Background: an optimization exercise with open tools, aiming at small area, a short achievable clock period and few clock cycles per item. Do not read the settings as production practice. At most, simulation tests tie the RTL to the original design; equivalence was not proved. Only the layout flow was run in runs 1 to 3; the RTL was not checked for function there. Power and IR drop assume default switching activity.

## flow/run.sh

```bash
#!/bin/bash
# synth_recipe.tcl (not shown) runs the flow's synth.tcl, then flattens the netlist and writes it again
# the make line also repeats each setting of config.mk as NAME=value (left out here)
make -C /OpenROAD-flow-scripts/flow DESIGN_CONFIG=/design/flow/config.mk WORK_HOME=/design/flow/orfs CLKGATE_MAP_FILE= SYNTH_SCRIPT=/design/flow/synth_recipe.tcl finish
```

## flow/config.mk

```make
export PLATFORM = sky130hd
export DESIGN_NAME = main
export DESIGN_NICKNAME = main
export VERILOG_FILES = /design/flow/design.v
export SDC_FILE = /design/flow/constraint.sdc
export NUM_CORES = 4
export LEC_CHECK = 0
export CAP_MARGIN = 20
export CORE_MARGIN = 2
export CORE_UTILIZATION = 40
export SLEW_MARGIN = 20
```

## flow/constraint.sdc

```tcl
create_clock -name core_clock -period 25.0 [get_ports {clk}]
set_input_delay 5.0000 -clock core_clock [delete_from_list [all_inputs] [get_ports {clk}]]
set_output_delay 5.0000 -clock core_clock [all_outputs]
set_load 0.01 [all_outputs]
```

## flow/design.v

```verilog
module main(
    input clk, rst, start,
    input [3:0] ip,
    output reg [59:0] ans,
    output reg finish
    );
    function automatic ge4(input [3:0] x, input [3:0] y);
        reg r;
        integer j;
        begin
            r = 1'b1;
            for (j = 0; j < 4; j = j + 1)
                r = (x[j] ^ y[j]) ? x[j] : r;
            ge4 = r;
        end
    endfunction
    function automatic gek(input [6:0] x, input [6:0] k);
        reg r;
        integer j;
        begin
            r = 1'b1;
            for (j = 0; j < 7; j = j + 1)
                r = k[j] ? (x[j] & r) : (x[j] | r);
            gek = r;
        end
    endfunction
    reg [3:0]  d;       
    reg [6:0]  cnt;     
    reg [47:0] s;       
    reg [11:0] v;       
    wire [11:0] g, keep, frz;
    genvar i;
    generate
        for (i = 0; i < 12; i = i + 1) begin : pos
            assign g[i]    = v[i] & ge4(s[4*i+:4], d);
            assign frz[i]  = gek(cnt, 90 + i);
            assign keep[i] = frz[i] | (|g[11:i]);
        end
    endgenerate
    wire [11:0] vn = {keep[10:0], 1'b1};
    wire [11:0] wr = vn & ~keep;
    wire load = !finish && cnt == 7'd100;
    wire [3:0] s11 = s[47:44];
    wire [3:0] u = g[11] ? s11 : d;
    wire [47:0] num = {s[3:0], s[7:4], s[11:8], s[15:12], s[19:16], s[23:20],
                       s[27:24], s[31:28], s[35:32], s[39:36], s[43:40], u};
    wire [59:0] b = {12'd0, load ? num : 48'd0};
    wire [14:0] gd, pd;
    wire [14:0] s0;
    wire [2:0] m [0:14];
    generate
        for (i = 0; i < 15; i = i + 1) begin : dg
            wire [3:0] x = ans[4*i+:4];
            wire [3:0] y = b[4*i+:4];
            wire [4:0] sd;
            wire [4:0] c;
            assign c[0] = 1'b0;
            genvar j;
            for (j = 0; j < 4; j = j + 1) begin : rc
                assign sd[j] = x[j] ^ y[j] ^ c[j];
                assign c[j+1] = (x[j] & y[j]) | (c[j] & (x[j] ^ y[j]));
            end
            assign sd[4] = c[4];
            wire [3:0] h = sd[4:1];
            assign s0[i] = sd[0];
            assign gd[i] = h[3] | (h[2] & (h[1] | h[0]));
            assign pd[i] = h[2] & ~h[1] & ~h[0] & sd[0];
            assign m[i] = h[3] ? (h[0] ? 3'b100 : 3'b011) :
                          gd[i] ? {1'b0, h[1] & h[0], h[1] & ~h[0]} : h[2:0];
        end
    endgenerate
    wire [15:0] cy;
    assign cy[0] = 1'b0;
    generate
        for (i = 0; i < 15; i = i + 1) begin : cc
            assign cy[i+1] = gd[i] | (pd[i] & cy[i]);
        end
    endgenerate
    wire [59:0] sum;
    generate
        for (i = 0; i < 15; i = i + 1) begin : fin
            wire inc = s0[i] & cy[i];
            wire [2:0] mi = m[i];
            assign sum[4*i] = s0[i] ^ cy[i];
            assign sum[4*i+1+:3] = !inc ? mi :
                {mi[1] & mi[0], mi[1] ^ mi[0], ~mi[0] & ~mi[2]};
        end
    endgenerate
    always @(posedge clk) begin
        d <= ip;
        ans <= rst ? 60'd0 : sum;
        finish <= rst | (finish ? !start : load);
        cnt <= finish ? 7'd0 : cnt + 7'd1;
        v <= (cnt == 7'd0) ? 12'd0 : vn;
        for (integer k = 0; k < 12; k = k + 1)
            if (wr[k]) s[4*k+:4] <= d;
    end
endmodule
```

==> impl_metrics.yaml, run 1 <==
critical_path:
  cp.required_ns: 20.00
  crit_start: "finish$_DFF_P_"
  crit_path_end_kind: "output pin"
  cp_cell_sequence: "clkdlybuf4s50_1"
  worstPathMaxFanout: 10
  crit_arrival_ns: 1.57
  critical_path.top_delay_family: "buffers and inverters"
  crit_slowest_cell: "clkdlybuf4s50_1"
  reg2reg_from: "d[2]$_DFF_P_"
  cp_num_buf_inv: 1
  cp_slowest_stage_delay_ns: 0.62
  critPathKind: "reg -> out"
  start_kind: "flop"
logic_synthesis:
  synth_top_area_share_pct: 21.3
  syn_area_mm2: 0.00789
  synth_area_leaders: "dfxtp_1 21%, edfxtp_1 18%, fa_1 9.1%, ha_1 7.0%, nand2_1 4.6%"
  synthFlopType: "dfxtp_1"
  synth-edff-count: 48
  ys_seq_area_share_pct: 39.6
  synth.distinct_cells: 61
  synth_common_cells: "96 x nand2_1, 84 x dfxtp_1, 76 x nor2_1"
  yosys_warnings: 1
  synth_most_common_cell: "nand2_1"
  yosys.area.top_type: "dfxtp_1"
  syn-instance-count: 847
  synth_seq_cells: 132
  syn_nets: 934
  syn_area_per_cell_um2: 9.31
  synthArstFlopShare_pct: 0
global_routing:
  grt_overflow: 0
  grt.total_usage_pct: 16.3
  grt_max_degree: 62
  grt_pass1_wl_um: 26800
  antenna_found_initial: 0
  grt_pass1_vias: 5685
detailed_routing:
  vias: 5846
  avgRoutedWirePerCell_um: 13.3
  drt_iter0_markers: 273
  first_pass_iters: 6
  ant_nets: 0
  viasPerCell: 4.93
  drt-total-wl_um: 15800
  drcViolationCount: 0
cts:
  clk_latency_ns: 0.42
  clkTransAtPathRegs_ns: 0.06
  cts_setup_buffers: 0
  cts_buffer_depth: 2
  post_cts_resize_count: 0
  cts_tree: "done"
  numClockSinks: 132
  cts_root_buf: "clkbuf_16"
  htreeDepth: 4
  cts_buffers: 17
  postCtsHoldBufs: 0
layout:
  nFillCells: 1867
  drive_above_1_share_pct: 6.30
  final_util_pct: 48.5
  diodes: 0
  multi_input_area_mm2: 0.00437
  layout.nets: 994
  fin_cells: 1185
  area_growth_syn_to_layout_pct: 19.2
  seq_area_mm2: 0.00312
sta:
  tightest_slew_ns: 0.806
  max_slew_margin_pct: 46.3
  fin_setup_tns_ns: 0
  hold_slack_ns: 0.453
  finalCriticalPeriod_ns: 6.57
  rsz0062_at_grt: "no"
  worst_clock_skew_ns: 0.00527
  max_freq_ghz: 0.152
  final_max_slew_viol_count: 0
  setup_violations: 0
  min_period_over_period_pct: 26.3
  finalHoldViolCount: 0
hold_path:
  min_from: "cnt[0]$_SDFF_PP0_"
  hold_path.class: "reg -> reg"
die:
  dieHeight_um: 144
  core-area_mm2: 0.0194
  io_pins: 68
  dieArea_mm2: 0.0209
  initial_core_util_pct: 40.7
  die_x_um: 144
  row_count: 51
power_and_ir_drop:
  sw_frac_of_total_pct: 21.9
  clkPwrFrac_pct: 50.5
  peakVddDrop_mv: 0.0466
  combPwrFrac_pct: 3.3
  power_switching_w: 0.000109
  powerDensity_mw_per_mm2: 52.8
  p_seq_share_pct: 46.2
  p_leak_nw: 3.47
  power.internal_w: 0.000388
placed_design:
  portBuffers: 67
  dp.cells: 1153
  gp_congestion: 0.798
  dp_hpwl_um: 11400
status:
  status: "no timing/DRC/antenna violations"
run:
  drv_cap: 0
==> final timing paths <==
check	end	slack, ns	cells after the start
setup reg to reg	ans[57]$_SDFF_PP0_	19.05	22
hold / removal	cnt[0]$_SDFF_PP0_	0.45	1
setup / recovery	finish	18.43	1
hold reg to reg	cnt[0]$_SDFF_PP0_	0.45	1
==> worst register-to-register path: stages (launching register included) <==
cell	delay (ns)
dfxtp_1	0.70
inv_2	0.30
maj3_2	0.38
maj3_2	0.35
nand2_1	0.16
nand2_1	0.07
a21boi_1	0.16
ha_1	0.16
inv_1	0.05
fa_1	0.41
fa_1	0.39
inv_1	0.09
fa_1	0.47
a21boi_1	0.16
o21ai_1	0.24
a21oi_1	0.17
o21ai_1	0.36
nand4b_1	0.20
a31oi_1	0.13
a31o_1	0.24
ha_1	0.24
nand3b_1	0.18
a311oi_1	0.25
==> registers in the layout, indices dropped and copies added, names as in the netlist <==
name,count
ans,60
cnt,7
d,4
finish,1
s,48
v,12
==> cell type report <==
class                      count  area share (%)
inverter                      72            2.88
multi-input combinational    611            46.5
tap                          265            3.53
clock buffer                  20            4.98
sequential                   132            33.2
clock inverter                12            1.36
timing repair buffer          73            7.56
==> power groups by stage <==
stage / registers, W / logic, W / clock network [W]
final: 0.000230 / 0.0000162 / 0.000251
after global routing: 0.000230 / 0.0000181 / 0.000266
after CTS: 0.000230 / 0.0000166 / 0.000257
after detailed placement: 0.000234 / 0.0000164 / 0
after global placement: 0.000234 / 0.0000164 / 0
after floorplan: 0.000233 / 0.0000114 / 0
==> placed cells by master (no fill, tap or decap), types with 19 or more instances in the layout <==
master,count
and2_1,20
dfxtp_1,84
a21oi_1,49
maj3_1,19
inv_1,68
nor2b_1,38
o21ai_0,41
ha_1,44
nor2_1,76
edfxtp_1,48
clkdlybuf4s50_1,66
fa_1,36
nand2_1,96
==> kinds of logic (layout without fill, tap and decap cells) <==
kind of cell             count (synthesis)  count (layout)  share of synthesized area [%]
AO/OA/AOI/OAI                          159             159                           11.9
multiplexers                            23              23                           3.03
adder cells (fa/ha/maj)                109             109                           20.0
buffers and inverters                  104             177                           5.11
flip-flops                             132             132                           39.6
XOR/XNOR                                 9               9                          0.999
AND/OR/NAND/NOR                        311             311                           19.4
==> through the flow <==
step                area (um2)  total power [W]  worst slack [ns]
floorplan                 7890         0.000245             19.29
global placement          8800         0.000250             18.88
detailed placement        8800         0.000251             18.88
CTS                       9400         0.000503             18.42
global route              9400         0.000514             18.36
finish                    9400         0.000497             18.43
==> metal layers <==
metal	part of all wire, %	vias to the layer above	GRT usage (%)
li1	-	3032	-
met1	52	2719	22.7
met2	44	77	25.5
met3	2.9	18	3.05
met4	1.5	0	5.31
met5	0	-	0
==> run 2, diff against run 1 <==
--- a/flow/config.mk
+++ b/flow/config.mk
@@ -5,6 +5,7 @@
 export SDC_FILE = /design/flow/constraint.sdc
 export NUM_CORES = 4
 export LEC_CHECK = 0
+export ABC_AREA = 1
 export CAP_MARGIN = 20
 export CORE_MARGIN = 2
 export CORE_UTILIZATION = 40
==> run 2 against run 1 <==
Net effect:
- critical path type is now in -> reg
- critical endpoint is now ans[11]$_SDFF_PP0_
- worst hold slack worse by 0.0059 ns
- sequential cell count stayed put
- largest cell class unchanged
- utilization is 0.063 points higher
- still clean
==> impl_metrics.yaml, run 2 <==
sta:
  max_freq_ghz: 0.146
  min_period_over_period_pct: 27.4
  setup_violations: 0
  finalCriticalPeriod_ns: 6.84
  tightest_slew_ns: 0.860
  finalHoldViolCount: 0
  rsz0062_at_grt: "no"
  max_slew_margin_pct: 42.2
  final_max_slew_viol_count: 0
  fin_setup_tns_ns: 0
  worst_clock_skew_ns: 0.00678
placed_design:
  dp_hpwl_um: 11700
  portBuffers: 67
  dp.cells: 1291
  gp_congestion: 0.819
logic_synthesis:
  yosys_warnings: 1
  syn_area_per_cell_um2: 8.03
  synth_seq_cells: 132
  synth_area_leaders: "dfxtp_1 22%, edfxtp_1 18%, inv_1 11%, fa_1 9.2%, nand2_1 9.1%"
  synth-edff-count: 48
  syn-instance-count: 973
  synth_most_common_cell: "inv_1"
  synthFlopType: "dfxtp_1"
  yosys.area.top_type: "dfxtp_1"
  syn_area_mm2: 0.00781
  synth_common_cells: "220 x inv_1, 189 x nand2_1, 113 x nor2_1"
  syn_nets: 1060
  synth.distinct_cells: 36
  synthArstFlopShare_pct: 0
  ys_seq_area_share_pct: 40.0
  synth_top_area_share_pct: 21.5
die:
  io_pins: 68
  die_x_um: 144
  dieHeight_um: 144
  row_count: 51
  core-area_mm2: 0.0193
  dieArea_mm2: 0.0207
  initial_core_util_pct: 40.4
hold_path:
  hold_path.class: "reg -> reg"
cts:
  cts_buffers: 17
  cts_root_buf: "clkbuf_16"
  cts_buffer_depth: 2
  post_cts_resize_count: 0
  numClockSinks: 132
  clk_latency_ns: 0.42
  cts_tree: "done"
  clkTransAtPathRegs_ns: 0.06
  postCtsHoldBufs: 0
  htreeDepth: 4
  cts_setup_buffers: 0
layout:
  drive_above_1_share_pct: 7.37
  final_common_cell: "inv_1"
  largest_register: "ans"
  final_cell_mix: "220 x inv_1, 189 x nand2_1, 113 x nor2_1, 84 x dfxtp_1, 67 x clkdlybuf4s50_1"
  final_util_pct: 48.5
  diodes: 0
  largest_register_ffs: 60
  area_growth_syn_to_layout_pct: 20.1
  layout.nets: 1132
  reg.largest.list: "ans (60), s (48), v (12)"
  fin_cells: 1323
detailed_routing:
  first_pass_iters: 6
  ant_nets: 0
  drcViolationCount: 0
  vias: 6169
  viasPerCell: 4.66
  avgRoutedWirePerCell_um: 12.1
  drt-total-wl_um: 16000
  drt_iter0_markers: 348
power_and_ir_drop:
  totalPowerFinal_w: 0.000504
  clkPwrFrac_pct: 50.8
  powerDensity_mw_per_mm2: 53.7
  sw_frac_of_total_pct: 22.6
  p_seq_share_pct: 45.7
  p_leak_nw: 4.39
  peakVddDrop_mv: 0.0461
  power_switching_w: 0.000114
  combPwrFrac_pct: 3.5
  power.internal_w: 0.000390
global_routing:
  antenna_found_initial: 0
  grt_pass1_vias: 5635
  grt.total_usage_pct: 16.3
  grt_max_degree: 44
  grt_pass1_wl_um: 26400
  grt_overflow: 0
critical_path:
  cp.required_ns: 25.31
  crit_arrival_ns: 7.15
  crit_path_end_kind: "flop"
  start_kind: "input pin"
  critPathKind: "in -> reg"
  worstPathMaxFanout: 43
status:
  status: "no timing/DRC/antenna violations"
run:
  drv_cap: 0
## run 2: cell type report
| class | instances | area, um2 |
|---|---|---|
| inverter | 226 | 848 |
| fill | 1871 | 9950 |
| clock inverter | 15 | 181 |
| multi-input combinational | 597 | 3770 |
| clock buffer | 17 | 425 |
| timing repair buffer | 71 | 701 |
| sequential | 132 | 3120 |
| tap | 265 | 332 |
## run 2: final timing paths
check | slack [ns] | cells past startpoint | start | endpoint
max reg2reg | 18.72 | 46 | d[1]$_DFF_P_ | ans[59]$_SDFF_PP0_
max | 18.16 | 5 | rst | ans[11]$_SDFF_PP0_
min reg2reg | 0.45 | 1 | cnt[0]$_SDFF_PP0_ | cnt[0]$_SDFF_PP0_
min | 0.45 | 1 | cnt[0]$_SDFF_PP0_ | cnt[0]$_SDFF_PP0_
## run 2: logic make-up (layout without fill, tap and decap cells)
group           after synthesis  in the layout  synth area share (%)
simple gates                360            360                  19.4
flops                       132            132                  40.0
compound gates              155            155                  12.3
buf+inv                     244            329                  11.8
xor+xnor                      2              2                 0.224
fa+ha+maj                    80             80                  16.3
## run 2: critical path: stages
cell	delay (ns)
clkdlybuf4s50_1	0.45
buf_4	0.41
clkinv_1	0.81
o211ai_1	0.37
inv_1	0.06
## run 2: power groups by stage
stage / Sequential [W] / Combinational, W / Clock (W)
global placement: 0.000235 / 0.0000176 / 0
finish: 0.000230 / 0.0000177 / 0.000256
CTS: 0.000230 / 0.0000179 / 0.000261
global route: 0.000231 / 0.0000201 / 0.000270
detailed placement: 0.000235 / 0.0000178 / 0
floorplan: 0.000234 / 0.0000124 / 0
## run 2: metrics by stage
step,setup WS [ns],instance area (um2),hold slack [ns]
finish,18.16,9380,0.447
global route,18.02,9380,0.464
CTS,18.15,9380,0.443
detailed placement,17.70,8770,0.427
global placement,17.73,8770,0.418
floorplan,19.11,7810,0.402
## run 2: per-layer routing
layer  part of all wire (%)  GRT usage (%)
met5                      0              0
met1                     50           22.2
met2                     46           25.9
met4                    1.3           5.16
met3                    3.1           3.47
==> run 3, diff against run 2 <==
==> flow/design.v (replaced) <==
module main(
    input clk, rst, start,
    input [3:0] ip,
    output reg [59:0] ans,
    output reg finish
    );
    function automatic ge4(input [3:0] x, input [3:0] y);
        reg r;
        integer j;
        begin
            r = 1'b1;
            for (j = 0; j < 4; j = j + 1)
                r = (x[j] ^ y[j]) ? x[j] : r;
            ge4 = r;
        end
    endfunction
    function automatic gek(input [6:0] x, input [6:0] k);
        reg r;
        integer j;
        begin
            r = 1'b1;
            for (j = 0; j < 7; j = j + 1)
                r = k[j] ? (x[j] & r) : (x[j] | r);
            gek = r;
        end
    endfunction
    reg [3:0]  d;       
    reg [6:0]  cnt;     
    reg        busy;    
    reg [47:0] s;       
    reg [11:0] v;       
    wire [11:0] keep, frz;
    genvar i;
    generate
        for (i = 0; i < 12; i = i + 1) begin : pos
            assign frz[i]  = gek(cnt, 90 + i);
            assign keep[i] = frz[i] | (v[i] & ge4(s[4*i+:4], d));
        end
    endgenerate
    wire [11:0] vn = {keep[10:0], 1'b1};
    wire [11:0] wr = vn & ~keep;
    wire rot  = busy & gek(cnt, 86);
    wire addx = gek(cnt, 89);
    wire [11:0] sel = frz ^ {frz[10:0], addx};
    reg  [3:0] ss;
    reg        sv;
    integer k;
    always @(*) begin
        ss = 4'd0;
        sv = 1'b0;
        for (k = 0; k < 12; k = k + 1) begin
            ss = ss | (s[4*k+:4] & {4{sel[k]}});
            sv = sv | (v[k] & sel[k]);
        end
    end
    wire [3:0] x = (sv & ge4(ss, d)) ? ss : (d & {4{addx}});
    wire [3:0] a = ans[59:56];
    wire [4:0] sd;
    wire [4:0] c;
    assign c[0] = 1'b0;
    genvar j;
    generate
        for (j = 0; j < 4; j = j + 1) begin : rc
            assign sd[j] = a[j] ^ x[j] ^ c[j];
            assign c[j+1] = (a[j] & x[j]) | (c[j] & (a[j] ^ x[j]));
        end
    endgenerate
    assign sd[4] = c[4];
    wire [3:0] h = sd[4:1];
    wire cout = h[3] | (h[2] & (h[1] | h[0]));
    wire [3:0] lo = {h[3] ? (h[0] ? 3'b100 : 3'b011) :
                     cout ? {1'b0, h[1] & h[0], h[1] & ~h[0]} : h[2:0], sd[0]};
    wire [14:0] cy;
    assign cy[0] = cout;
    generate
        for (i = 0; i < 14; i = i + 1) begin : ch
            assign cy[i+1] = cy[i] & ans[4*i+3] & ans[4*i];
        end
    endgenerate
    wire [13:0] inc = cy[13:0] & {frz[10:0], 3'b111};
    wire [59:0] turned;
    assign turned[3:0] = lo;
    generate
        for (i = 1; i < 15; i = i + 1) begin : tn
            wire [3:0] q = ans[4*(i-1)+:4];
            wire t = inc[i-1];
            assign turned[4*i]   = q[0] ^ t;
            assign turned[4*i+1] = (q[1] ^ (t & q[0])) & ~(t & q[3]);
            assign turned[4*i+2] = q[2] ^ (t & q[1] & q[0]);
            assign turned[4*i+3] = q[3] ^ (t & q[0] & (q[3] | (q[2] & q[1])));
        end
    endgenerate
    always @(posedge clk) begin
        d <= ip;
        if (rst) ans <= 60'd0;
        else if (rot) ans <= turned;
        finish <= rst | (finish ? !start : (cnt == 7'd100));
        busy <= !rst & (busy ? (cnt != 7'd100) : (finish & start));
        cnt <= busy ? cnt + 7'd1 : 7'd0;
        v <= (cnt == 7'd0) ? 12'd0 : vn;
        for (k = 0; k < 12; k = k + 1)
            if (wr[k]) s[4*k+:4] <= d;
    end
endmodule
==> flow/flow/run.sh (new file) <==
#!/bin/bash
# Standard layout, with plain buffers on the ports.
set -euo pipefail
export BUFFER_PORTS_ARGS="-buffer_cell sky130_fd_sc_hd__buf_1"
bash standard.sh > standard.log 2>&1
==> flow/standard.sh (new file) <==
#!/bin/bash
# synth_recipe.tcl (not shown) runs the flow's synth.tcl, then flattens the netlist and writes it again
# the make line also repeats each setting of config.mk as NAME=value (left out here)
make -C /OpenROAD-flow-scripts/flow DESIGN_CONFIG=/design/flow/config.mk WORK_HOME=/design/flow/orfs CLKGATE_MAP_FILE= SYNTH_SCRIPT=/design/flow/synth_recipe.tcl "${@:-finish}"
--- a/flow/config.mk
+++ b/flow/config.mk
@@ -9,4 +9,7 @@
 export CAP_MARGIN = 20
 export CORE_MARGIN = 2
 export CORE_UTILIZATION = 40
+export CTS_BUF_LIST = sky130_fd_sc_hd__clkbuf_8
+export CTS_CLUSTER_DIAMETER = 100
+export CTS_CLUSTER_SIZE = 30
 export SLEW_MARGIN = 20
removed: flow/run.sh
==> run 3 against run 2 <==
Net effect:
- still clean on timing, DRC and antenna
- via count is 2.1% lower
- global-route usage up 3.0 points
- combinational power down about 10%
- register-to-register slack got worse by 0.40 ns
- cell count decreased by 9.5%
==> impl_metrics.yaml, run 3 <==
logic_synthesis:
  synthArstFlopShare_pct: 0
  syn_area_per_cell_um2: 7.75
  synth_seq_cells: 133
  synth_area_leaders: "dfxtp_1 25%, edfxtp_1 21%, nand2_1 9.6%, inv_1 6.5%, nor2_1 5.5%"
  ys_seq_area_share_pct: 45.4
  synthFlopType: "dfxtp_1"
  synth_top_area_share_pct: 24.6
  synth_common_cells: "178 x nand2_1, 120 x inv_1, 101 x nor2_1"
  syn_nets: 923
  syn_area_mm2: 0.00693
  synth-edff-count: 48
  synth_most_common_cell: "nand2_1"
  yosys_warnings: 1
  synth.distinct_cells: 44
  syn-instance-count: 894
  yosys.area.top_type: "dfxtp_1"
sta:
  min_period_over_period_pct: 26.7
  rsz0062_at_grt: "no"
  tightest_slew_ns: 1.07
  finalHoldViolCount: 0
  max_freq_ghz: 0.150
  max_slew_margin_pct: 28.4
  fin_setup_tns_ns: 0
  final_max_slew_viol_count: 0
  worst_clock_skew_ns: 0.0132
  setup_violations: 0
  finalCriticalPeriod_ns: 6.68
  setup_ws_ns: 18.32
detailed_routing:
  ant_nets: 0
  vias: 6041
  drt-total-wl_um: 17500
  drt_iter0_markers: 355
  avgRoutedWirePerCell_um: 14.6
  viasPerCell: 5.05
  first_pass_iters: 5
  drcViolationCount: 0
layout:
  area_growth_syn_to_layout_pct: 14.0
  largest_register_ffs: 60
  final_cell_mix: "178 x nand2_1, 121 x inv_1, 101 x nor2_1, 85 x dfxtp_1, 70 x a21oi_1"
  final_common_cell: "nand2_1"
  largest_register: "ans"
  reg.largest.list: "ans (60), s (48), v (12)"
  diodes: 0
  drive_above_1_share_pct: 7.72
  layout.nets: 988
  nFillCells: 1741
cts:
  cts_setup_buffers: 0
  htreeDepth: 4
  postCtsHoldBufs: 0
  cts_root_buf: "clkbuf_8"
  cts_buffers: 17
  post_cts_resize_count: 0
  clkTransAtPathRegs_ns: 0.08
  cts_tree: "done"
  clk_latency_ns: 0.47
  cts_buffer_depth: 2
  numClockSinks: 133
critical_path:
  path_common_cell: "nand2_1"
  cp.required_ns: 25.38
  critPathKind: "reg -> reg"
  worstPathMaxFanout: 5
  reg2reg_from: "cnt[1]$_SDFF_PN0_"
  crit_path_end_kind: "flop"
  cp_slowest_stage_delay_ns: 0.54
  crit_arrival_ns: 7.06
  crit_slowest_cell: "fa_1"
  start_kind: "flop"
  crit_start: "cnt[1]$_SDFF_PN0_"
power_and_ir_drop:
  sw_frac_of_total_pct: 22.4
  p_seq_share_pct: 49.2
  power.internal_w: 0.000360
  combPwrFrac_pct: 3.4
  p_leak_nw: 3.38
  clkPwrFrac_pct: 47.4
  power_switching_w: 0.000104
  peakVddDrop_mv: 0.0330
  powerDensity_mw_per_mm2: 58.8
global_routing:
  grt.total_usage_pct: 19.2
  grt_overflow: 0
  grt_pass1_vias: 5437
  grt_max_degree: 65
  antenna_found_initial: 0
  grt_pass1_wl_um: 27600
placed_design:
  gp_congestion: 0.813
  dp_hpwl_um: 12300
  portBuffers: 67
  pre_cts_ws_ns: 18.38
die:
  row_count: 48
  initial_core_util_pct: 40.5
  dieArea_mm2: 0.0184
  core-area_mm2: 0.0171
  dieHeight_um: 136
  die_x_um: 136
  io_pins: 68
hold_path:
  hold_path.class: "reg -> reg"
  min_from: "cnt[0]$_SDFF_PN0_"
status:
  status: "no timing/DRC/antenna violations"
run:
  drv_cap: 0
==> run 3: changes by cell type after synthesis, moves of 12 or more <==
| cell | delta |
|---|---|
| a21oi_1 | +29 |
| ha_1 | -25 |
| fa_1 | -33 |
| nand2_2 | -24 |
| inv_1 | -100 |
| nor2_1 | -12 |
| o21ai_0 | +14 |
| nand3_1 | +51 |
==> run 3: power by group through the flow <==
stage               clock network [W]  registers (W)  logic [W]
floorplan                           0       0.000233  0.0000106
global placement                    0       0.000233  0.0000159
detailed placement                  0       0.000233  0.0000159
CTS                          0.000223       0.000228  0.0000160
global route                 0.000232       0.000229  0.0000178
finish                       0.000220       0.000228  0.0000159
==> run 3: cells by family after synthesis <==
group,synth area share (%)
AND/OR/NAND/NOR,23.4
XOR/XNOR,1.36
AO/OA/AOI/OAI,16.6
flip-flops,45.4
adder cells (fa/ha/maj),5.02
buffers and inverters,8.24
==> run 3: critical path, delay by kind of cell (launching register included) <==
family,cells,cell delay [ns]
adder cells (fa/ha/maj),7,2.28
buffers and inverters,3,0.22
AND/OR/NAND/NOR,23,3.05
AO/OA/AOI/OAI,5,0.70
flip-flops,1,0.37
==> run 3: final timing paths <==
kind | endpoint | slack (ns) | cells after the start
max | ans[55]$_SDFFE_PP0P_ | 18.32 | 38
min | cnt[0]$_SDFF_PN0_ | 0.45 | 1
max reg2reg | ans[55]$_SDFFE_PP0P_ | 18.32 | 38
min reg2reg | cnt[0]$_SDFF_PN0_ | 0.45 | 1
==> run 3: per-layer routing <==
metal  share of wire [%]  GRT usage, %  up-vias
li1                    -             -     3128
met1                  49          26.6     2766
met2                  45          29.9      131
met3                 4.4          4.45       16
met4                 1.2          5.79        0
met5                   0             0        -
==> run 3: cell type report <==
type	count	area (um2)	area share, %
multi-input combinational	609	3220	40.8
clock buffer	17	234	2.96
sequential	133	3140	39.8
tap	225	282	3.56
timing repair buffer	73	297	3.75
inverter	125	469	5.94
clock inverter	15	251	3.18
==> run 3: stage by stage <==
stage	power, W	std cells	utilization [%]	hold slack [ns]	instance area (um2)
after CTS	0.000468	1197	46.1	0.447	7900
after floorplan	0.000244	894	-	0.417	6930
after global routing	0.000478	1197	46.1	0.485	7900
final	0.000464	1197	46.1	0.451	7900
after global placement	0.000249	1165	43.3	0.436	7410
after detailed placement	0.000249	1165	43.3	0.436	7410
==> run 4, diff against run 3 <==
--- a/flow/design.v
+++ b/flow/design.v
@@ -41,7 +41,12 @@
     wire [11:0] wr = vn & ~keep;
     wire rot  = busy & gek(cnt, 86);
     wire addx = gek(cnt, 89);
-    wire [11:0] sel = frz ^ {frz[10:0], addx};
+    wire [11:0] sel;
+    generate
+        for (i = 0; i < 12; i = i + 1) begin : sl
+            assign sel[i] = cnt == 89 + i;
+        end
+    endgenerate
     reg  [3:0] ss;
     reg        sv;
     integer k;
@@ -70,14 +75,14 @@
     wire cout = h[3] | (h[2] & (h[1] | h[0]));
     wire [3:0] lo = {h[3] ? (h[0] ? 3'b100 : 3'b011) :
                      cout ? {1'b0, h[1] & h[0], h[1] & ~h[0]} : h[2:0], sd[0]};
-    wire [14:0] cy;
-    assign cy[0] = cout;
+    wire [13:0] en;
+    assign en[0] = 1'b1;
     generate
-        for (i = 0; i < 14; i = i + 1) begin : ch
-            assign cy[i+1] = cy[i] & ans[4*i+3] & ans[4*i];
+        for (i = 0; i < 13; i = i + 1) begin : ch
+            assign en[i+1] = en[i] & ans[4*i+3] & ans[4*i];
         end
     endgenerate
-    wire [13:0] inc = cy[13:0] & {frz[10:0], 3'b111};
+    wire [13:0] inc = {14{cout}} & en & {frz[10:0], 3'b111};
     wire [59:0] turned;
     assign turned[3:0] = lo;
     generate
==> flow/flow/run.sh (replaced) <==
#!/bin/bash
# Standard layout, with plain buffers on the ports.
set -euo pipefail
export BUFFER_PORTS_ARGS="-buffer_cell sky130_fd_sc_hd__buf_1"
export SETUP_SLACK_MARGIN=19.2
bash standard.sh > standard.log 2>&1
==> run 4 against run 3 <==
Net effect:
- clock skew is 0.0053 ns lower
- wire length up 20%
- total power fell by 10%
- critical path type is now reg -> out
- largest cell class unchanged
==> impl_metrics.yaml, run 4 <==
detailed_routing:
  vias: 6739
  drcViolationCount: 0
  drt_iter0_markers: 488
  drt-total-wl_um: 21000
  avgRoutedWirePerCell_um: 16.3
  viasPerCell: 5.24
  ant_nets: 0
  first_pass_iters: 5
cts:
  clk_latency_ns: 0.46
  cts_buffer_depth: 2
  postCtsHoldBufs: 0
  clkTransAtPathRegs_ns: 0.07
  htreeDepth: 4
  cts_buffers: 17
  cts_root_buf: "clkbuf_8"
  cts_tree: "done"
  numClockSinks: 133
logic_synthesis:
  syn_area_per_cell_um2: 7.76
  ys_seq_area_share_pct: 44.4
  syn-instance-count: 913
  synth_most_common_cell: "nand2_1"
  yosys.area.top_type: "dfxtp_1"
  synthArstFlopShare_pct: 0
  syn_area_mm2: 0.00709
  synth_top_area_share_pct: 24.0
  synth_seq_cells: 133
  synth-edff-count: 48
  yosys_warnings: 1
  synth_area_leaders: "dfxtp_1 24%, edfxtp_1 20%, nand2_1 8.9%, nor2_1 6.1%, nand3_1 5.8%"
  synthFlopType: "dfxtp_1"
  synth.distinct_cells: 44
  syn_nets: 944
  synth_common_cells: "168 x nand2_1, 116 x nor2_1, 96 x inv_1"
die:
  initial_core_util_pct: 41.0
  die_x_um: 137
  dieHeight_um: 137
  row_count: 48
  io_pins: 68
  core-area_mm2: 0.0173
  dieArea_mm2: 0.0188
power_and_ir_drop:
  p_leak_nw: 4.07
  totalPowerFinal_w: 0.000417
  peakVddDrop_mv: 0.0266
  powerDensity_mw_per_mm2: 46.0
critical_path:
  reg2reg_from: "cnt[1]$_SDFF_PN0_"
  critPathKind: "reg -> out"
  crit_arrival_ns: 0.94
  crit_slowest_cell: "dfxtp_4"
  reg2reg_depth: 29
  rr_endpoint: "ans[23]$_SDFFE_PP0P_"
  cp_cell_sequence: "buf_6"
  cp_slowest_stage_delay_ns: 0.39
  worstPathMaxFanout: 5
  cp_num_buf_inv: 1
  cp.required_ns: 20.00
  r2r_setup_slack_ns: 19.55
  start_kind: "flop"
  critical_path.top_delay_family: "flip-flops"
  crit_path_end_kind: "output pin"
sta:
  max_slew_margin_pct: 28.7
  setup_violations: 0
  fin_setup_tns_ns: 0
  worst_clock_skew_ns: 0.00793
  min_period_over_period_pct: 23.8
  final_max_slew_viol_count: 0
  finalCriticalPeriod_ns: 5.94
  tightest_slew_ns: 1.07
  finalHoldViolCount: 0
  rsz0062_at_grt: "yes"
  max_freq_ghz: 0.168
hold_path:
  hold_end: "cnt[0]$_SDFF_PN0_"
  min_path_cells: 1
  hold_path.class: "reg -> reg"
  min_from: "cnt[0]$_SDFF_PN0_"
layout:
  layout.nets: 1080
  largest_register: "ans"
  nFillCells: 1650
  area_growth_syn_to_layout_pct: 27.9
  diodes: 0
  largest_register_ffs: 60
  reg.largest.list: "ans (60), s (48), v (12)"
  final_common_cell: "nand2_1"
  final_cell_mix: "168 x nand2_1, 115 x nor2_1, 103 x inv_1, 82 x nand3_1, 76 x buf_4"
  drive_above_1_share_pct: 25.4
  fin_area_mm2: 0.00906
placed_design:
  portBuffers: 67
  gp_congestion: 0.871
  placed_cell_area_mm2: 0.00750
  dp_hpwl_um: 13200
global_routing:
  grt_pass1_wl_um: 32900
  grt_max_degree: 67
  grt_overflow: 0
  grt_pass1_vias: 6366
  grt.total_usage_pct: 22.8
  antenna_found_initial: 0
status:
  status: "no timing/DRC/antenna violations"
run:
  drv_cap: 0
run 4: where the power goes:
part,switching [W],total (W),internal [W]
Sequential,0.00000355,0.000227,0.000224
Combinational,0.0000117,0.0000172,0.00000548
Clock,0.0000825,0.000173,0.0000904
Total,0.0000977,0.000417,0.000320
run 4: area by class of cell:
type | instances | area, um2 | share of cell area [%]
well taps | 225 | 282 | 3.11
repair buffers | 144 | 1300 | 14.3
flip-flops and latches | 133 | 3290 | 36.3
clock buffers | 19 | 262 | 2.89
repair inverters | 2 | 15.0 | 0.166
inverters | 107 | 405 | 4.47
clock inverters | 13 | 105 | 1.16
multi-input cells | 644 | 3410 | 37.6
run 4: worst max path at each step:
stage | startpoint | end | depth (start not counted)
after floorplan | rst | ans[44]$_SDFFE_PP0P_ | 5
after global placement | rst | ans[1]$_SDFFE_PP0P_ | 5
after detailed placement | rst | ans[1]$_SDFFE_PP0P_ | 5
after CTS | ans[4]$_SDFFE_PP0P_ | ans[4] | 1
after global routing | ans[0]$_SDFFE_PP0P_ | ans[0] | 1
final | ans[4]$_SDFFE_PP0P_ | ans[4] | 1
run 4: per-stage QoR:
| stage | cells | worst slack [ns] | util (%) | hold slack [ns] |
|---|---|---|---|---|
| after floorplan | 913 | 19.21 | - | 0.433 |
| after global placement | 1179 | 18.37 | 43.4 | 0.462 |
| after detailed placement | 1179 | 18.30 | 43.4 | 0.463 |
| after CTS | 1272 | 19.03 | 51.6 | 0.489 |
| after global routing | 1287 | 19.02 | 52.4 | 0.506 |
| final | 1287 | 19.06 | 52.4 | 0.486 |
run 4: per-layer routing:
layer,vias to the layer above,part of all wire (%),global-route usage (%)
li1,3341,-,-
met1,3171,45,30.7
met2,195,46,35.7
met3,32,6.3,5.74
met4,0,1.8,7.56
met5,-,0,0
run 4: kinds of logic (layout without fill, tap and decap cells):
kind of cell	after synthesis	count (layout)	share of synthesized area [%]
and+or+nand+nor	421	422	26.2
buffers and inverters	137	285	7.86
xor gates and xnor gates	12	12	1.48
muxes	2	2	0.300
DFF	133	133	44.4
adders and majority gates	36	36	6.25
AOI/OAI and AO/OA	172	172	13.5
run 4: repair_timing:
action                     in CTS  in global routing
setup endpoints to repair     100                 84
pin swaps                       0                  1
gates cloned                    2                  1
buffers inserted               59                 14
gates resized for setup       216                  3
Testbench counts of run 4, summed over its fixed seeds: cycles 19,584, lines 192.
==> run 5, diff against run 4 <==
==> flow/flow/run.sh (replaced) <==
#!/bin/bash
# Standard layout, with plain buffers on the ports.
set -euo pipefail
export BUFFER_PORTS_ARGS="-buffer_cell sky130_fd_sc_hd__buf_1"
export SETUP_SLACK_MARGIN=19.0
bash standard.sh > standard.log 2>&1
==> run 5 against run 4 <==
Net effect:
- critical path depth stayed put
- synthesized cell count is the same
- still clean on timing, DRC and antenna
- sequential share of layout area rose by 3.6 points
- clock skew up 0.0037 ns
- highest routed layer unchanged
- area after synthesis did not move
- first-iteration DRC count up 2.0%
- worst hold slack got worse by 0.0010 ns
- wire length fell by 7.8%
- global-route usage shrank 1.4 points
- via count fell by 5.7%
- largest cell class unchanged
- design area down 8.2%
- die area did not move
- critical path type unchanged
==> impl_metrics.yaml, run 5 <==
cts:
  clkTransAtPathRegs_ns: 0.07
  clk_latency_ns: 0.46
  numClockSinks: 133
  postCtsHoldBufs: 0
  cts_buffers: 17
  cts_tree: "done"
  cts_root_buf: "clkbuf_8"
  htreeDepth: 4
  cts_buffer_depth: 2
logic_synthesis:
  yosys_warnings: 1
  synth-edff-count: 48
  syn_area_mm2: 0.00709
  syn_nets: 944
  ys_seq_area_share_pct: 44.4
  synth_seq_cells: 133
  synth_most_common_cell: "nand2_1"
  synth_common_cells: "168 x nand2_1, 116 x nor2_1, 96 x inv_1"
  synthArstFlopShare_pct: 0
  syn-instance-count: 913
  synthFlopType: "dfxtp_1"
  synth.distinct_cells: 44
  syn_area_per_cell_um2: 7.76
  synth_top_area_share_pct: 24.0
  synth_area_leaders: "dfxtp_1 24%, edfxtp_1 20%, nand2_1 8.9%, nor2_1 6.1%, nand3_1 5.8%"
  yosys.area.top_type: "dfxtp_1"
die:
  io_pins: 68
  dieHeight_um: 137
  initial_core_util_pct: 41.0
  row_count: 48
  core-area_mm2: 0.0173
  dieArea_mm2: 0.0188
  die_x_um: 137
layout:
  layout.nets: 1025
  multi_input_area_mm2: 0.00339
  diodes: 0
  fin_cells: 1232
  final_cell_mix: "168 x nand2_1, 116 x nor2_1, 103 x inv_1, 82 x nand3_1, 65 x o21ai_0"
  nFillCells: 1749
  largest_register_ffs: 60
  drive_above_1_share_pct: 21.2
  final_common_cell: "nand2_1"
  largest_register: "ans"
  seq_area_mm2: 0.00332
  area_growth_syn_to_layout_pct: 17.4
  reg.largest.list: "ans (60), s (48), v (12)"
power_and_ir_drop:
  totalPowerFinal_w: 0.000413
  p_leak_nw: 3.74
  p_seq_share_pct: 54.7
  clkPwrFrac_pct: 41.5
  sw_frac_of_total_pct: 23.2
  powerDensity_mw_per_mm2: 49.7
  power.internal_w: 0.000317
  combPwrFrac_pct: 3.8
  peakVddDrop_mv: 0.0264
  power_switching_w: 0.0000959
placed_design:
  dp_hpwl_um: 13200
  portBuffers: 67
  gp_congestion: 0.871
  dp.cells: 1179
sta:
  max_slew_margin_pct: 28.3
  finalHoldViolCount: 0
  final_max_slew_viol_count: 0
  finalCriticalPeriod_ns: 5.97
  rsz0062_at_grt: "yes"
  hold_slack_ns: 0.485
  min_period_over_period_pct: 23.9
  setup_violations: 0
  tightest_slew_ns: 1.07
  fin_setup_tns_ns: 0
  worst_clock_skew_ns: 0.0117
  max_freq_ghz: 0.168
detailed_routing:
  vias: 6354
  first_pass_iters: 5
  drcViolationCount: 0
  ant_nets: 0
  avgRoutedWirePerCell_um: 15.7
  viasPerCell: 5.16
  drt-total-wl_um: 19400
  drt_iter0_markers: 498
critical_path:
  critPathKind: "reg -> out"
  cp_slowest_stage_delay_ns: 0.36
  start_kind: "flop"
  reg2reg_from: "cnt[4]$_SDFF_PN0_"
  cp_num_buf_inv: 1
  crit_arrival_ns: 0.97
  critical_path.top_delay_family: "flip-flops"
  crit_slowest_cell: "dfxtp_4"
  crit_start: "ans[59]$_SDFFE_PP0P_"
  cp_cell_sequence: "buf_4"
  worstPathMaxFanout: 3
  crit_path_end_kind: "output pin"
  cp.required_ns: 20.00
global_routing:
  grt_overflow: 0
  grt_pass1_vias: 5891
  grt_pass1_wl_um: 30800
  grt.total_usage_pct: 21.4
  antenna_found_initial: 0
  grt_max_degree: 67
run:
  drv_cap: 0
hold_path:
  min_from: "cnt[0]$_SDFF_PN0_"
  hold_path.class: "reg -> reg"
status:
  status: "no timing/DRC/antenna violations"
[run 5: worst register-to-register path, delay by kind of cell, from the launching register on]
family / cells / cell delay [ns]
and+or+nand+nor: 17 / 2.34
buffers and inverters: 2 / 0.12
adders and majority gates: 5 / 1.86
DFF: 1 / 0.48
AOI/OAI and AO/OA: 4 / 0.54
[run 5: metal layers]
| metal | vias up | GRT usage [%] | wire, um |
|---|---|---|---|
| li1 | 3227 | - | - |
| met1 | 2936 | 29.5 | 9250 |
| met2 | 160 | 32.9 | 8770 |
| met3 | 31 | 4.89 | 985 |
| met4 | 0 | 7.22 | 374 |
| met5 | - | 0 | 0 |
[run 5: what timing repair did]
item	in CTS	in global routing
gates resized for setup	131	43
cloned	1	0
setup endpoints to repair	99	44
setup buffers	1	19
[run 5: layout make-up]
class                      instances  share of cell area [%]
clock inverter                    13                    1.26
sequential                       133                    39.9
timing repair inverter             1                  0.0902
timing repair buffer              91                    6.64
inverter                         107                    4.87
multi-input combinational        643                    40.8
clock buffer                      19                    3.14
tap                              225                    3.38
[run 5: power groups by stage]
| stage | Clock [W] | Sequential, W | Combinational, W |
|---|---|---|---|
| detailed placement | 0 | 0.000235 | 0.0000153 |
| floorplan | 0 | 0.000233 | 0.0000108 |
| finish | 0.000172 | 0.000226 | 0.0000157 |
| CTS | 0.000175 | 0.000229 | 0.0000157 |
| global placement | 0 | 0.000235 | 0.0000150 |
| global route | 0.000185 | 0.000226 | 0.0000175 |
[run 5: worst paths after layout]
check | end | slack, ns | cells past startpoint
worst min-delay path | cnt[0]$_SDFF_PN0_ | 0.48 | 1
worst max register to register | ans[23]$_SDFFE_PP0P_ | 19.57 | 28
worst min register to register | cnt[0]$_SDFF_PN0_ | 0.48 | 1
worst max-delay path | ans[59] | 19.03 | 1
[run 5: logic make-up after synthesis]
family                   after synthesis  share of synthesized area, %
AO/OA/AOI/OAI                        172                          13.5
flip-flops                           133                          44.4
XOR/XNOR                              12                          1.48
AND/OR/NAND/NOR                      421                          26.2
buffers and inverters                137                          7.86
multiplexers                           2                         0.300
adder cells (fa/ha/maj)               36                          6.25
[run 5: stage by stage]
stage                     utilization (%)  setup WS (ns)  instance area (um2)
after detailed placement             43.4          18.30                 7500
after floorplan                         -          19.21                 7090
after global placement               43.4          18.37                 7500
after global routing                 48.1          18.97                 8320
final                                48.1          19.03                 8320
after CTS                            46.6          19.00                 8060
==> run 6, diff against run 5 <==
==> flow/flow/run.sh (replaced) <==
#!/bin/bash
# Standard layout, with plain buffers on the ports.
set -euo pipefail
export BUFFER_PORTS_ARGS="-buffer_cell sky130_fd_sc_hd__buf_1"
bash standard.sh > standard.log 2>&1
--- a/flow/config.mk
+++ b/flow/config.mk
@@ -8,7 +8,7 @@
 export ABC_AREA = 1
 export CAP_MARGIN = 20
 export CORE_MARGIN = 2
-export CORE_UTILIZATION = 40
+export CORE_UTILIZATION = 60
 export CTS_BUF_LIST = sky130_fd_sc_hd__clkbuf_8
 export CTS_CLUSTER_DIAMETER = 100
 export CTS_CLUSTER_SIZE = 30
==> run 6 against run 5 <==
Net effect:
- global-route usage increased by 8.7 points
- clock power increased by 18%
- clock skew increased by 0.0028 ns
- area after synthesis unchanged
- die area decreased by 32%
- register-to-register slack got worse by 0.02 ns
- synthesized cell count unchanged
- design area decreased by 5.6%
- via count increased by 2.4%
- worst hold slack got worse by 0.011 ns
- maximum frequency decreased by 3.2%
- critical path type unchanged
- highest routed layer unchanged
==> impl_metrics.yaml, run 6 <==
placed_design:
  portBuffers: 67
  gp_congestion: 0.941
  pre_cts_ws_ns: 18.32
  dp.cells: 1094
  dp_hpwl_um: 12700
cts:
  post_cts_resize_count: 0
  cts_buffers: 17
  clk_latency_ns: 0.46
  clkTransAtPathRegs_ns: 0.07
  cts_root_buf: "clkbuf_8"
  cts_tree: "done"
  postCtsHoldBufs: 0
  htreeDepth: 4
  cts_buffer_depth: 2
  cts_setup_buffers: 0
  numClockSinks: 133
power_and_ir_drop:
  power.internal_w: 0.000350
  power_switching_w: 0.0000982
  sw_frac_of_total_pct: 21.9
  powerDensity_mw_per_mm2: 57.1
  p_seq_share_pct: 51.2
  peakVddDrop_mv: 0.0447
  combPwrFrac_pct: 3.5
  clkPwrFrac_pct: 45.3
  p_leak_nw: 3.35
logic_synthesis:
  synth_area_leaders: "dfxtp_1 24%, edfxtp_1 20%, nand2_1 8.9%, nor2_1 6.1%, nand3_1 5.8%"
  yosys_warnings: 1
  ys_seq_area_share_pct: 44.4
  syn_nets: 944
  synthFlopType: "dfxtp_1"
  synth_top_area_share_pct: 24.0
  syn_area_mm2: 0.00709
  synth-edff-count: 48
  synth_common_cells: "168 x nand2_1, 116 x nor2_1, 96 x inv_1"
  synthArstFlopShare_pct: 0
  synth_seq_cells: 133
  yosys.area.top_type: "dfxtp_1"
  synth.distinct_cells: 44
  syn_area_per_cell_um2: 7.76
  synth_most_common_cell: "nand2_1"
  syn-instance-count: 913
layout:
  final_common_cell: "nand2_1"
  largest_register: "ans"
  final_cell_mix: "168 x nand2_1, 116 x nor2_1, 99 x inv_1, 85 x dfxtp_1, 82 x nand3_1"
  reg.largest.list: "ans (60), s (48), v (12)"
  layout.nets: 1003
  drive_above_1_share_pct: 7.31
  multi_input_area_mm2: 0.00339
  area_growth_syn_to_layout_pct: 10.9
  fin_cells: 1128
  largest_register_ffs: 60
  nFillCells: 989
  seq_area_mm2: 0.00314
  diodes: 0
sta:
  max_freq_ghz: 0.162
  fin_setup_tns_ns: 0
  setup_ws_ns: 18.84
  min_period_over_period_pct: 24.7
  finalHoldViolCount: 0
  worst_clock_skew_ns: 0.0144
  setup_violations: 0
  final_max_slew_viol_count: 0
  max_slew_margin_pct: 31.8
  tightest_slew_ns: 1.02
  rsz0062_at_grt: "no"
  finalCriticalPeriod_ns: 6.16
detailed_routing:
  viasPerCell: 5.77
  first_pass_iters: 5
  ant_nets: 0
  drt_iter0_markers: 668
  vias: 6509
  drcViolationCount: 0
  avgRoutedWirePerCell_um: 16.1
  drt-total-wl_um: 18200
hold_path:
  hold_end: "cnt[0]$_SDFF_PN0_"
  min_path_cells: 1
  min_from: "cnt[0]$_SDFF_PN0_"
  hold_path.class: "reg -> reg"
critical_path:
  crit_path_end_kind: "output pin"
  critPathKind: "reg -> out"
  worstPathMaxFanout: 6
  cp_num_buf_inv: 1
  cp_cell_sequence: "buf_1"
  cp.required_ns: 20.00
  crit_arrival_ns: 1.16
  r2r_setup_slack_ns: 19.55
  start_kind: "flop"
  rr_endpoint: "ans[23]$_SDFFE_PP0P_"
  crit_slowest_cell: "dfxtp_1"
  reg2reg_from: "cnt[4]$_SDFF_PN0_"
  cp_slowest_stage_delay_ns: 0.49
  critical_path.top_delay_family: "flip-flops"
  reg2reg_depth: 26
die:
  dieArea_mm2: 0.0127
  io_pins: 68
  initial_core_util_pct: 61.8
  row_count: 39
  dieHeight_um: 113
  die_x_um: 113
  core-area_mm2: 0.0115
global_routing:
  grt_pass1_vias: 6156
  grt_pass1_wl_um: 30500
  antenna_found_initial: 0
  grt.total_usage_pct: 30.1
  grt_max_degree: 67
  grt_overflow: 0
status:
  status: "no timing/DRC/antenna violations"
run:
  drv_cap: 0
## run 6: per-layer routing
layer  vias up  GRT usage [%]  share of wire [%]
met5         -              0                  0
met4         0           12.0                2.6
met3        39           5.13                5.9
met2       245           46.7                 45
met1      3033           42.0                 47
li1       3192              -                  -
## run 6: power by group through the flow
stage	Sequential, W	Combinational (W)	Clock [W]
after global placement	0.000235	0.0000144	0
after detailed placement	0.000235	0.0000149	0
after global routing	0.000230	0.0000172	0.000213
final	0.000230	0.0000155	0.000203
after CTS	0.000230	0.0000150	0.000204
after floorplan	0.000233	0.0000108	0
## run 6: worst max path at each step
stage / startpoint / to / slack (ns) / depth (start not counted)
6_report: ans[0]$_SDFFE_PP0P_ / ans[0] / 18.84 / 1
5_1_grt: ans[0]$_SDFFE_PP0P_ / ans[0] / 18.77 / 1
4_1_cts: rst / ans[6]$_SDFFE_PP0P_ / 18.77 / 5
3_5_place_dp: rst / ans[6]$_SDFFE_PP0P_ / 18.32 / 5
3_3_place_gp: rst / ans[1]$_SDFFE_PP0P_ / 18.40 / 5
2_1_floorplan: rst / ans[44]$_SDFFE_PP0P_ / 19.21 / 5
## run 6: logic make-up after synthesis
| group | after synthesis | synth area share, % |
|---|---|---|
| simple gates | 421 | 26.2 |
| compound gates | 172 | 13.5 |
| buf+inv | 137 | 7.86 |
| flops | 133 | 44.4 |
| fa+ha+maj | 36 | 6.25 |
| xor+xnor | 12 | 1.48 |
| mux | 2 | 0.300 |
## run 6: metrics by stage
stage	utilization, %	cell area [um2]	total power (W)	hold WS [ns]
2_1_floorplan	-	7090	0.000244	0.433
3_3_place_gp	64.3	7370	0.000249	0.455
3_5_place_dp	64.3	7370	0.000250	0.459
4_1_cts	68.2	7820	0.000449	0.476
5_1_grt	68.5	7860	0.000461	0.497
6_report	68.5	7860	0.000449	0.474
## run 6: layout make-up
class                   instances  share of cell area, %
well taps                     143                   2.28
clock inverters                14                   2.45
flip-flops and latches        133                   40.0
inverters                     107                   5.11
multi-input cells             643                   43.2
clock buffers                  18                   3.15
repair buffers                 70                   3.87
==> run 7, diff against run 6 <==
--- a/flow/config.mk
+++ b/flow/config.mk
@@ -5,10 +5,9 @@
 export SDC_FILE = /design/flow/constraint.sdc
 export NUM_CORES = 4
 export LEC_CHECK = 0
-export ABC_AREA = 1
 export CAP_MARGIN = 20
 export CORE_MARGIN = 2
-export CORE_UTILIZATION = 60
+export CORE_UTILIZATION = 40
 export CTS_BUF_LIST = sky130_fd_sc_hd__clkbuf_8
 export CTS_CLUSTER_DIAMETER = 100
 export CTS_CLUSTER_SIZE = 30
==> run 7 against run 6 <==
Net effect:
- highest routed layer unchanged
- clock skew increased by 0.00065 ns
- sequential power about the same
- utilization decreased by 23 points
- synthesized cell count decreased by 23%
- sequential cell count unchanged
- first-iteration DRC count decreased by 20%
- critical path depth increased by 23
- sequential share of layout area increased by 1.5 points
- still clean on timing, DRC and antenna
- worst setup slack got worse by 0.79 ns
- register-to-register slack got worse by 1.5 ns
- total power decreased by 4.5%
- clock-buffer cell count decreased by 1
==> impl_metrics.yaml, run 7 <==
layout:
  final_util_pct: 45.8
  final_cell_mix: "85 x dfxtp_1, 67 x nand2_1, 66 x buf_1, 61 x nor2_1, 48 x edfxtp_1"
  reg.largest.list: "ans (60), s (48), v (12)"
  layout.nets: 786
  largest_register_ffs: 60
  final_common_cell: "dfxtp_1"
  multi_input_area_mm2: 0.00336
  nFillCells: 1559
  seq_area_mm2: 0.00314
  diodes: 0
  area_growth_syn_to_layout_pct: 12.4
  largest_register: "ans"
  drive_above_1_share_pct: 6.38
critical_path:
  critPathKind: "reg -> reg"
  worstPathMaxFanout: 12
  start_kind: "flop"
  crit_arrival_ns: 7.32
  cp.required_ns: 25.38
  crit_path_end_kind: "flop"
logic_synthesis:
  syn-instance-count: 700
  yosys_warnings: 1
  synth-edff-count: 48
  synth_most_common_cell: "dfxtp_1"
  synth_common_cells: "85 x dfxtp_1, 67 x nand2_1, 61 x nor2_1"
  synth_seq_cells: 133
  ys_seq_area_share_pct: 46.7
  synth_top_area_share_pct: 25.3
  yosys.area.top_type: "dfxtp_1"
  synth.distinct_cells: 58
  synthArstFlopShare_pct: 0
  syn_area_mm2: 0.00673
  syn_nets: 731
  syn_area_per_cell_um2: 9.62
  synth_area_leaders: "dfxtp_1 25%, edfxtp_1 21%, ha_1 3.9%, nand2_1 3.7%, maj3_1 3.7%"
  synthFlopType: "dfxtp_1"
cts:
  cts_buffers: 17
  htreeDepth: 4
  cts_setup_buffers: 0
  post_cts_resize_count: 0
  cts_tree: "done"
  clkTransAtPathRegs_ns: 0.08
  clk_latency_ns: 0.45
  postCtsHoldBufs: 0
  cts_root_buf: "clkbuf_8"
  cts_buffer_depth: 2
  numClockSinks: 133
global_routing:
  antenna_found_initial: 0
  grt_pass1_vias: 5323
  grt.total_usage_pct: 21.3
  grt_max_degree: 77
  grt_pass1_wl_um: 29600
  grt_overflow: 0
placed_design:
  gp_congestion: 0.984
  portBuffers: 67
  pre_cts_ws_ns: 17.83
  dp_hpwl_um: 13200
detailed_routing:
  vias: 5714
  drt_iter0_markers: 535
  avgRoutedWirePerCell_um: 19.1
  first_pass_iters: 7
  drcViolationCount: 0
  drt-total-wl_um: 18800
  viasPerCell: 5.78
  ant_nets: 0
sta:
  final_max_slew_viol_count: 0
  fin_setup_tns_ns: 0
  max_freq_ghz: 0.144
  worst_clock_skew_ns: 0.0151
  rsz0062_at_grt: "no"
  tightest_slew_ns: 0.798
  min_period_over_period_pct: 27.8
  setup_ws_ns: 18.05
  setup_violations: 0
  finalCriticalPeriod_ns: 6.95
  finalHoldViolCount: 0
  hold_slack_ns: 0.513
  max_slew_margin_pct: 46.8
power_and_ir_drop:
  power.internal_w: 0.000330
  clkPwrFrac_pct: 42.4
  totalPowerFinal_w: 0.000429
  peakVddDrop_mv: 0.0321
  power_switching_w: 0.0000987
  p_leak_nw: 2.55
  p_seq_share_pct: 53.6
  powerDensity_mw_per_mm2: 56.6
  sw_frac_of_total_pct: 23.0
  combPwrFrac_pct: 4.0
die:
  core-area_mm2: 0.0165
  io_pins: 68
  initial_core_util_pct: 40.8
  dieArea_mm2: 0.0179
  die_x_um: 134
  row_count: 47
  dieHeight_um: 134
run:
  drv_cap: 0
status:
  status: "no timing/DRC/antenna violations"
hold_path:
  hold_path.class: "reg -> reg"
## run 7: logic make-up (layout without fill, tap and decap cells)
family,Yosys count,in the layout,synth area share (%)
buffers and inverters,60,128,3.53
DFF,133,133,46.7
muxes,7,7,1.06
and+or+nand+nor,256,256,19.7
AOI/OAI and AO/OA,163,163,16.3
xor gates and xnor gates,32,32,4.16
adders and majority gates,49,49,8.51
## run 7: cell type report
| cell class | count | share of cell area (%) |
|---|---|---|
| multi-input combinational | 507 | 44.4 |
| sequential | 133 | 41.5 |
| inverter | 21 | 1.04 |
| tap | 220 | 3.64 |
| clock inverter | 15 | 2.20 |
| clock buffer | 17 | 3.09 |
| timing repair buffer | 75 | 4.13 |
## run 7: per-stage QoR
stage | std cells | cell area [um2]
after floorplan | 700 | 6730
after global routing | 988 | 7570
after global placement | 956 | 7160
after CTS | 988 | 7560
final | 988 | 7570
after detailed placement | 956 | 7160
## run 7: power by group through the flow
stage	sequential, W	clock (W)	combinational, W
finish	0.000229	0.000182	0.0000172
global route	0.000230	0.000196	0.0000189
CTS	0.000229	0.000186	0.0000171
detailed placement	0.000234	0	0.0000171
global placement	0.000234	0	0.0000166
floorplan	0.000233	0	0.0000114
## run 7: worst paths after layout
path                           to  depth (start not counted)         startpoint  slack [ns]
max          ans[57]$_SDFFE_PP0P_                         24  cnt[1]$_SDFF_PN0_       18.05
min               v[4]$_SDFF_PN0_                          2    v[3]$_SDFF_PN0_        0.51
max reg2reg  ans[57]$_SDFFE_PP0P_                         24  cnt[1]$_SDFF_PN0_       18.05
min reg2reg       v[4]$_SDFF_PN0_                          2    v[3]$_SDFF_PN0_        0.51
## run 7: worst max-delay path: stages, from the launching register on
cell	delay [ns]
dfxtp_1	0.37
inv_1	0.14
ha_1	0.41
and4bb_2	0.32
and2_0	0.33
a2bb2oi_1	0.16
and3_1	0.20
maj3_1	0.36
o21ai_0	0.26
a22oi_2	0.17
mux2i_1	0.15
ha_1	0.21
fa_1	0.41
fa_1	0.43
fa_1	0.59
o21a_1	0.16
o2111a_2	0.25
nand4_4	0.15
nor4_2	0.72
nand2_1	0.20
nor3_1	0.24
ha_1	0.23
xor2_1	0.17
nand3_1	0.10
a21oi_1	0.16
## run 7: layer usage
metal | part of all wire [%] | GRT usage [%] | vias to the layer above
met2 | 48 | 34.9 | 195
li1 | - | - | 2691
met4 | 1.6 | 6.62 | 0
met1 | 45 | 28.4 | 2803
met3 | 5.0 | 4.22 | 25
met5 | 0 | 0 | -
==> run 8, diff against run 7 <==
--- a/flow/config.mk
+++ b/flow/config.mk
@@ -5,6 +5,7 @@
 export SDC_FILE = /design/flow/constraint.sdc
 export NUM_CORES = 4
 export LEC_CHECK = 0
+export ABC_AREA = 1
 export CAP_MARGIN = 20
 export CORE_MARGIN = 2
 export CORE_UTILIZATION = 40
==> run 8 against run 7 <==
Net effect:
- register-to-register slack gained 1.5 ns
- total power shrank 2.4%
- worst setup slack gained 0.83 ns
- sequential cell count is the same
- global-route usage shrank 0.28 points
- clock skew shrank 0.0071 ns
- combinational power shrank about 10%
==> impl_metrics.yaml, run 8 <==
sta:
  setup_ws_ns: 18.88
  final_max_slew_viol_count: 0
  tightest_slew_ns: 1.05
  setup_violations: 0
  worst_clock_skew_ns: 0.00794
  min_period_over_period_pct: 24.5
  finalHoldViolCount: 0
  hold_slack_ns: 0.481
  max_slew_margin_pct: 29.6
  rsz0062_at_grt: "no"
  finalCriticalPeriod_ns: 6.12
  fin_setup_tns_ns: 0
  max_freq_ghz: 0.163
power_and_ir_drop:
  p_leak_nw: 3.33
  powerDensity_mw_per_mm2: 53.2
  peakVddDrop_mv: 0.0258
layout:
  nFillCells: 1791
  drive_above_1_share_pct: 7.10
  diodes: 0
  seq_area_mm2: 0.00314
  reg.largest.list: "ans (60), s (48), v (12)"
  final_common_cell: "nand2_1"
  largest_register_ffs: 60
  fin_cells: 1211
  multi_input_area_mm2: 0.00339
  layout.nets: 1004
  area_growth_syn_to_layout_pct: 11.0
  largest_register: "ans"
  final_cell_mix: "168 x nand2_1, 116 x nor2_1, 103 x inv_1, 85 x dfxtp_1, 82 x nand3_1"
detailed_routing:
  viasPerCell: 5.24
  drt-total-wl_um: 18900
  vias: 6341
  drcViolationCount: 0
  avgRoutedWirePerCell_um: 15.6
  drt_iter0_markers: 441
  ant_nets: 0
  first_pass_iters: 5
placed_design:
  portBuffers: 67
  pre_cts_ws_ns: 18.30
  gp_congestion: 0.871
  dp_hpwl_um: 13200
  dp.cells: 1179
die:
  dieHeight_um: 137
  initial_core_util_pct: 41.0
  dieArea_mm2: 0.0188
  io_pins: 68
  row_count: 48
  die_x_um: 137
  core-area_mm2: 0.0173
critical_path:
  crit_path_end_kind: "output pin"
  cp.required_ns: 20.00
  worstPathMaxFanout: 5
  cp_num_buf_inv: 1
  start_kind: "flop"
  crit_arrival_ns: 1.12
  cp_slowest_stage_delay_ns: 0.45
  r2r_setup_slack_ns: 19.59
  critPathKind: "reg -> out"
  crit_slowest_cell: "dfxtp_1"
  cp_cell_sequence: "buf_1"
  critical_path.top_delay_family: "flip-flops"
logic_synthesis:
  synth_area_leaders: "dfxtp_1 24%, edfxtp_1 20%, nand2_1 8.9%, nor2_1 6.1%, nand3_1 5.8%"
  synth_top_area_share_pct: 24.0
  ys_seq_area_share_pct: 44.4
  syn-instance-count: 913
  synthArstFlopShare_pct: 0
  synth_xor_area_share_pct: 1.48
  syn_area_per_cell_um2: 7.76
  synth_seq_cells: 133
  syn_area_mm2: 0.00709
  yosys.area.top_type: "dfxtp_1"
  muxShareOfSynthArea_pct: 0.300
  synthFlopType: "dfxtp_1"
  yosys_warnings: 1
  synth.distinct_cells: 44
  synth_common_cells: "168 x nand2_1, 116 x nor2_1, 96 x inv_1"
  synth_fa_ha_area_share_pct: 6.25
  syn_nets: 944
  synth_top_family_by_area: "simple AND/OR/NAND/NOR gates"
  synth_most_common_cell: "nand2_1"
  yosys.area_share.simple_pct: 26.2
  synth-edff-count: 48
  synth-compound-area-share_pct: 13.5
run:
  drv_cap: 0
cts:
  post_cts_resize_count: 0
  cts_buffer_depth: 2
  clkTransAtPathRegs_ns: 0.07
  cts_root_buf: "clkbuf_8"
  cts_setup_buffers: 0
  postCtsHoldBufs: 0
  cts_tree: "done"
  clk_latency_ns: 0.46
  numClockSinks: 133
  htreeDepth: 4
  cts_buffers: 17
global_routing:
  antenna_found_initial: 0
  grt.total_usage_pct: 21.0
  grt_pass1_vias: 5848
  grt_overflow: 0
  grt_max_degree: 67
  grt_pass1_wl_um: 30400
status:
  status: "no timing/DRC/antenna violations"
hold_path:
  hold_path.class: "reg -> reg"
-- run 8: cell count changes in the layout (fill, tap and decap cells not counted), moves of 17 or more --
cell	delta
and2_1	-17
inv_1	+79
nand2_1	+101
nand3_1	+62
nor2_1	+55
o21ai_0	+44
xnor2_1	-18
-- run 8: worst reg2reg max path: cells and delay by family, from the launching register on --
family	cells	cell delay [ns]
AOI/OAI and AO/OA	4	0.55
and+or+nand+nor	17	2.31
DFF	1	0.47
adders and majority gates	5	1.87
buffers and inverters	2	0.12
-- run 8: per-layer routing --
layer  track usage [%]  share of wire [%]  up-vias
met2              32.3                 45      163
met1              28.9                 47     2962
li1                  -                  -     3186
met5                 0                  0        -
met3              5.00                4.9       30
met4              7.22                2.1        0
-- run 8: cells by family (layout without fill, tap and decap cells) --
| logic type | count (synthesis) | in the layout |
|---|---|---|
| flops | 133 | 133 |
| fa+ha+maj | 36 | 36 |
| compound gates | 172 | 172 |
| xor+xnor | 12 | 12 |
| buf+inv | 137 | 210 |
| mux | 2 | 2 |
| simple gates | 421 | 421 |
-- run 8: area by class of cell --
| cell class | instances | area share [%] |
|---|---|---|
| Clock buffer | 19 | 3.32 |
| Clock inverter | 13 | 1.34 |
| Inverter | 107 | 5.11 |
| Multi-Input combinational cell | 643 | 43.1 |
| Sequential cell | 133 | 40.0 |
| Tap cell | 225 | 3.58 |
| Timing Repair Buffer | 71 | 3.58 |
-- run 8: stage by stage --
step	power, W	utilization (%)	cell area [um2]
detailed placement	0.000250	43.4	7500
finish	0.000418	45.5	7870
CTS	0.000421	45.5	7870
global route	0.000433	45.5	7870
global placement	0.000250	43.4	7500
floorplan	0.000244	-	7090
-- run 8: final timing paths --
| kind | start | end | cells past startpoint |
|---|---|---|---|
| max reg2reg | cnt[4]$_SDFF_PN0_ | ans[23]$_SDFFE_PP0P_ | 28 |
| min reg2reg | cnt[0]$_SDFF_PN0_ | cnt[0]$_SDFF_PN0_ | 1 |
| min | cnt[0]$_SDFF_PN0_ | cnt[0]$_SDFF_PN0_ | 1 |
| max | ans[1]$_SDFFE_PP0P_ | ans[1] | 1 |
-- run 8: power breakdown --
part / internal (W) / switching, W / total [W]
Sequential: 0.000227 / 0.00000354 / 0.000230
Combinational: 0.00000450 / 0.0000109 / 0.0000154
Clock: 0.0000904 / 0.0000824 / 0.000173
Total: 0.000322 / 0.0000968 / 0.000418

port drivers added, routing unchanged:
No port has a modelled driver above. Below, the same layouts with a new extraction and two added sets of constraints. Step 1: set_driving_cell puts a clkbuf_16 on clk and a buf_2 on each other input, an assumption about the parent block. Step 2 moves the port delays by t, midway between the first and last clock arrival at a register: inputs arrive t later, outputs are due t later. That takes back most of the time a late clock gives input paths. Slacks: ideal ports / drivers / drivers and shift; pairs: ideal ports / drivers.
| run | shift t [ns] | setup WS [ns] | worst setup path at the end | latest minus earliest clock arrival (ns) | worst register clock-pin slew, ns |
|---|---|---|---|---|---|
| run 1 | 0.464 | 18.429 / 18.384 / 18.848 | register to output | 0.005 / 0.005 | 0.06 / 0.06 |
| run 2 | 0.460 | 18.161 / 18.181 / 17.721 | input to register | 0.007 / 0.007 | 0.06 / 0.06 |
| run 3 | 0.494 | 18.323 / 18.323 / 18.323 | register to register | 0.013 / 0.013 | 0.09 / 0.09 |
| run 4 | 0.492 | 19.056 / 19.017 / 18.788 | input to register | 0.008 / 0.007 | 0.08 / 0.08 |
| run 5 | 0.493 | 19.035 / 18.996 / 18.655 | input to register | 0.011 / 0.012 | 0.08 / 0.08 |
| run 6 | 0.492 | 18.837 / 18.800 / 18.604 | input to register | 0.015 / 0.015 | 0.08 / 0.08 |
| run 7 | 0.480 | 18.051 / 18.051 / 18.051 | register to register | 0.015 / 0.015 | 0.08 / 0.08 |
| run 8 | 0.491 | 18.880 / 18.842 / 18.722 | input to register | 0.008 / 0.008 | 0.08 / 0.08 |
After both steps setup and hold are still met in every run listed. For run 2, which loses most, drivers alone change the setup slack by +0.020 ns; drivers and shift together by -0.440 ns.
